Source: an optimization exercise on an open RTL-to-GDS flow (aim: small area). Production flows keep margins and buffers that such runs may drop. The RTL was checked by simulation tests, not by an equivalence proof against the original design. Power and IR drop assume default switching activity.

==> flow/design.v <==
module datapath (datapath_in, vsel, asel, bsel, loada, loadb, loadc, loads,
                 writenum, write, readnum, clk, ALUop, shift, datapath_out, status);
  input  [15:0] datapath_in;
  input  [0:0]  vsel, asel, bsel, loada, loadb, loadc, loads;
  input  [2:0]  writenum;
  input  [0:0]  write;
  input  [2:0]  readnum;
  input  [0:0]  clk;
  input  [1:0]  ALUop;
  input  [1:0]  shift;
  output [15:0] datapath_out;
  output [0:0]  status;
  reg [15:0] R0, R1, R2, R3, R4, R5, R6, R7, A, B, C;
  reg        S;
  assign datapath_out = C;
  assign status = S;
  wire [7:0]  we, rs;
  wire [15:0] data_in;
  wire [15:0] rf, bb, alu, p, g;
  wire [16:0] cy;
  wire        zero;
  wire        t0, t1, t2, t03, nbi, sub, andop;
  wire [2:0] wn, rn;
  genvar k;
  generate
    for (k = 0; k < 3; k = k + 1) begin : dinv
      dp_inv iw (.a(writenum[k]), .y(wn[k]));
      dp_inv ir (.a(readnum[k]), .y(rn[k]));
    end
    for (k = 0; k < 8; k = k + 1) begin : dec
      dp_and4 dw (.a(write[0]), .b(k & 4 ? writenum[2] : wn[2]), .c(k & 2 ? writenum[1] : wn[1]),
                  .d(k & 1 ? writenum[0] : wn[0]), .y(we[k]));
      dp_and3 dr (.a(k & 4 ? readnum[2] : rn[2]), .b(k & 2 ? readnum[1] : rn[1]),
                  .c(k & 1 ? readnum[0] : rn[0]), .y(rs[k]));
    end
  endgenerate
  dp_ctl  ctl  (.ALUop(ALUop), .bsel(bsel[0]), .shift(shift), .t0(t0), .t1(t1),
                .t2(t2), .t03(t03), .nbi(nbi), .sub(sub), .andop(andop));
  always @(posedge clk) begin
    if (we[0]) R0 <= data_in;
    if (we[1]) R1 <= data_in;
    if (we[2]) R2 <= data_in;
    if (we[3]) R3 <= data_in;
    if (we[4]) R4 <= data_in;
    if (we[5]) R5 <= data_in;
    if (we[6]) R6 <= data_in;
    if (we[7]) R7 <= data_in;
    if (loada) A <= rf;
    if (loadb) B <= rf;
    if (loadc) C <= alu;
    if (loads) S <= zero;
  end
  assign cy[0] = sub;
  genvar i;
  generate
    for (i = 0; i < 16; i = i + 1) begin : sl
      wire dn;
      dp_mux2i dm (.a0(C[i]), .a1(datapath_in[i]), .s(vsel[0]), .y(dn));
      dp_inv   di (.a(dn), .y(data_in[i]));
      wire y1, y2;
      dp_aoi222 ra (.a1(rs[0]), .a2(R0[i]), .b1(rs[1]), .b2(R1[i]), .c1(rs[2]), .c2(R2[i]), .y(y1));
      dp_aoi222 rb (.a1(rs[3]), .a2(R3[i]), .b1(rs[4]), .b2(R4[i]), .c1(rs[5]), .c2(R5[i]), .y(y2));
      dp_rdtail rc (.y1(y1), .y2(y2), .a1(rs[6]), .a2(R6[i]), .b1(rs[7]), .b2(R7[i]), .y(rf[i]));
      if (i == 0) begin : b0
        wire ns;
        dp_aoi22 sa (.a1(t0), .a2(B[0]), .b1(t2), .b2(B[1]), .y(ns));
        dp_immx  sb (.ns(ns), .nbi(nbi), .d(datapath_in[0]), .sub(sub), .bb(bb[0]));
      end else if (i < 5) begin : imm
        wire ns;
        dp_aoi222 sa (.a1(t0), .a2(B[i]), .b1(t1), .b2(B[i-1]), .c1(t2), .c2(B[i+1]), .y(ns));
        dp_immx   sb (.ns(ns), .nbi(nbi), .d(datapath_in[i]), .sub(sub), .bb(bb[i]));
      end else if (i < 15) begin : mid
        dp_opb ob (.t0(t0), .t1(t1), .t2(t2), .b(B[i]), .bl(B[i-1]), .br(B[i+1]),
                   .sub(sub), .bb(bb[i]));
      end else begin : hi
        dp_opb15 ob (.t03(t03), .t1(t1), .b(B[15]), .bl(B[14]), .sub(sub), .bb(bb[15]));
      end
      wire xn;
      dp_nand2 an (.a(asel[0]), .b(A[i]), .y(xn));
      dp_xor2  pp (.a(xn), .b(bb[i]), .y(p[i]));
      dp_nand3 gg (.a(asel[0]), .b(A[i]), .c(bb[i]), .y(g[i]));
      if (i % 2 == 1) begin : grp
        wire y1;
        if ((i / 2) % 2 == 0) begin : ev
          dp_res_c  r0 (.pn(p[i-1]), .c(cy[i-1]), .gn(g[i-1]), .andop(andop), .r(alu[i-1]));
          dp_hi_c   h1 (.pn0(p[i-1]), .gn0(g[i-1]), .c(cy[i-1]), .pn1(p[i]), .y(y1));
          if (i < 15) begin : nx
            wire pg, gg2;
            dp_gp_t  gp (.pn0(p[i-1]), .gn0(g[i-1]), .pn1(p[i]), .gn1(g[i]), .p(pg), .g(gg2));
            dp_cy_t  cc (.p(pg), .g(gg2), .c(cy[i-1]), .con(cy[i+1]));
          end
        end else begin : od
          dp_res_cn r0 (.pn(p[i-1]), .cn(cy[i-1]), .gn(g[i-1]), .andop(andop), .r(alu[i-1]));
          dp_hi_cn  h1 (.pn0(p[i-1]), .gn0(g[i-1]), .cn(cy[i-1]), .pn1(p[i]), .y(y1));
          if (i < 15) begin : nx
            wire pgn, ggn;
            dp_gp_n  gp (.pn0(p[i-1]), .gn0(g[i-1]), .pn1(p[i]), .gn1(g[i]), .pn(pgn), .gn(ggn));
            dp_cy_n  cc (.pn(pgn), .gn(ggn), .cn(cy[i-1]), .co(cy[i+1]));
          end
        end
        dp_mux2i m1 (.a0(y1), .a1(g[i]), .s(andop), .y(alu[i]));
      end
    end
  endgenerate
  wire [7:0] zp;
  wire [1:0] zq;
  generate
    for (k = 0; k < 8; k = k + 1) begin : zt
      dp_nor2 z0 (.a(alu[2*k]), .b(alu[2*k+1]), .y(zp[k]));
    end
  endgenerate
  dp_nand4 z1 (.a(zp[0]), .b(zp[1]), .c(zp[2]), .d(zp[3]), .y(zq[0]));
  dp_nand4 z2 (.a(zp[4]), .b(zp[5]), .c(zp[6]), .d(zp[7]), .y(zq[1]));
  dp_nor2  z3 (.a(zq[0]), .b(zq[1]), .y(zero));
endmodule
module dp_ctl (input [1:0] ALUop, input bsel, input [1:0] shift,
               output t0, t1, t2, t03, nbi, sub, andop);
  wire pass = ALUop[1] & ALUop[0];
  wire e = bsel & ~pass;
  assign t0 = e & ~shift[1] & ~shift[0];
  assign t1 = e & ~shift[1] & shift[0];
  assign t2 = e & shift[1];
  assign t03 = e & ~(shift[1] ^ shift[0]);
  assign nbi = ~bsel & ~pass;
  assign sub = ~ALUop[1] & ALUop[0];
  assign andop = ALUop[1] & ~ALUop[0];
endmodule
module dp_aoi222 (input a1, a2, b1, b2, c1, c2, output y);
  assign y = ~((a1 & a2) | (b1 & b2) | (c1 & c2));
endmodule
module dp_aoi22 (input a1, a2, b1, b2, output y);
  assign y = ~((a1 & a2) | (b1 & b2));
endmodule
module dp_rdtail (input y1, y2, a1, a2, b1, b2, output y);
  assign y = ~(y1 & y2 & ~((a1 & a2) | (b1 & b2)));
endmodule
module dp_immx (input ns, nbi, d, sub, output bb);
  wire nbin = ns & ~(nbi & d);
  assign bb = ~(nbin ^ sub);
endmodule
module dp_opb (input t0, t1, t2, b, bl, br, sub, output bb);
  wire nbin = ~((t0 & b) | (t1 & bl) | (t2 & br));
  assign bb = ~(nbin ^ sub);
endmodule
module dp_opb15 (input t03, t1, b, bl, sub, output bb);
  wire nbin = ~((t03 & b) | (t1 & bl));
  assign bb = ~(nbin ^ sub);
endmodule
module dp_nand2 (input a, b, output y);
  assign y = ~(a & b);
endmodule
module dp_nand3 (input a, b, c, output y);
  assign y = ~(a & b & c);
endmodule
module dp_and3 (input a, b, c, output y);
  assign y = a & b & c;
endmodule
module dp_xor2 (input a, b, output y);
  assign y = a ^ b;
endmodule
module dp_xnor2 (input a, b, output y);
  assign y = ~(a ^ b);
endmodule
module dp_inv (input a, output y);
  assign y = ~a;
endmodule
module dp_and4 (input a, b, c, d, output y);
  assign y = a & b & c & d;
endmodule
module dp_mux2i (input a0, a1, s, output y);
  assign y = ~(s ? a1 : a0);
endmodule
module dp_nor2 (input a, b, output y);
  assign y = ~(a | b);
endmodule
module dp_res_c (input pn, c, gn, andop, output r);
  assign r = andop ? ~gn : ~(pn ^ c);
endmodule
module dp_res_cn (input pn, cn, gn, andop, output r);
  assign r = andop ? ~gn : (pn ^ cn);
endmodule
module dp_hi_c (input pn0, gn0, c, pn1, output y);
  wire c1 = ~gn0 | (~pn0 & c);
  assign y = pn1 ^ c1;
endmodule
module dp_hi_cn (input pn0, gn0, cn, pn1, output y);
  wire c1 = ~gn0 | (~pn0 & ~cn);
  assign y = pn1 ^ c1;
endmodule
module dp_gp_t (input pn0, gn0, pn1, gn1, output p, g);
  assign p = ~(pn0 | pn1);
  assign g = ~((pn1 | gn0) & gn1);
endmodule
module dp_gp_n (input pn0, gn0, pn1, gn1, output pn, gn);
  assign pn = pn0 | pn1;
  assign gn = (pn1 | gn0) & gn1;
endmodule
module dp_cy_t (input p, g, c, output con);
  assign con = ~(g | (p & c));
endmodule
module dp_cy_n (input pn, gn, cn, output co);
  assign co = ~((pn | cn) & gn);
endmodule
module dp_nand4 (input a, b, c, d, output y);
  assign y = ~(a & b & c & d);
endmodule
make LEC_CHECK=0 CAP_MARGIN=0 CORE_MARGIN=2 CORE_UTILIZATION=60 CTS_BUF_LIST=sky130_fd_sc_hd__clkbuf_8 CTS_CLUSTER_DIAMETER=30 CTS_CLUSTER_SIZE=8 GPL_TIMING_DRIVEN=0 SLEW_MARGIN=0 SYNTH_HIERARCHICAL=1 TNS_END_PERCENT=0 finish   # period 5.0 ns
run.sh (not shown) runs the stock make flow with config.mk's settings and CLKGATE_MAP_FILE= SYNTH_SCRIPT=/design/flow/synth_recipe.tcl, a recipe that flattens the netlist after the stock synthesis.
The baseline finished clean.
Change:
Settings changed: CTS_CLUSTER_DIAMETER 30 to default, CTS_CLUSTER_SIZE 8 to default.
What happened: Count of clock-buffer cells in the layout does not change. Cell area does not change. Wire length stays the same. Power is unchanged. Sequential share of layout area stays the same. First-iteration DRC count does not change. Via count is unchanged. Cell count stays the same. Utilization does not change. Synthesized cell count does not change.
Change:
Settings changed: GPL_ROUTABILITY_DRIVEN from default to 0.
Setup slack stays the same.
Hold slack stays the same.
Sequential power stays flat.
Non-clock buffer count stays the same.
Clock-buffer cell count does not change.
Change:
Settings changed: CTS_CLUSTER_DIAMETER from default to 300, CTS_CLUSTER_SIZE from default to 30, GPL_ROUTABILITY_DRIVEN 0 to default.
The changed run completed with no timing, DRC or antenna violations.
Clock skew is unchanged.
Global-route usage is unchanged.
Via count is unchanged.
Final area does not change.
Synthesized area stays the same.
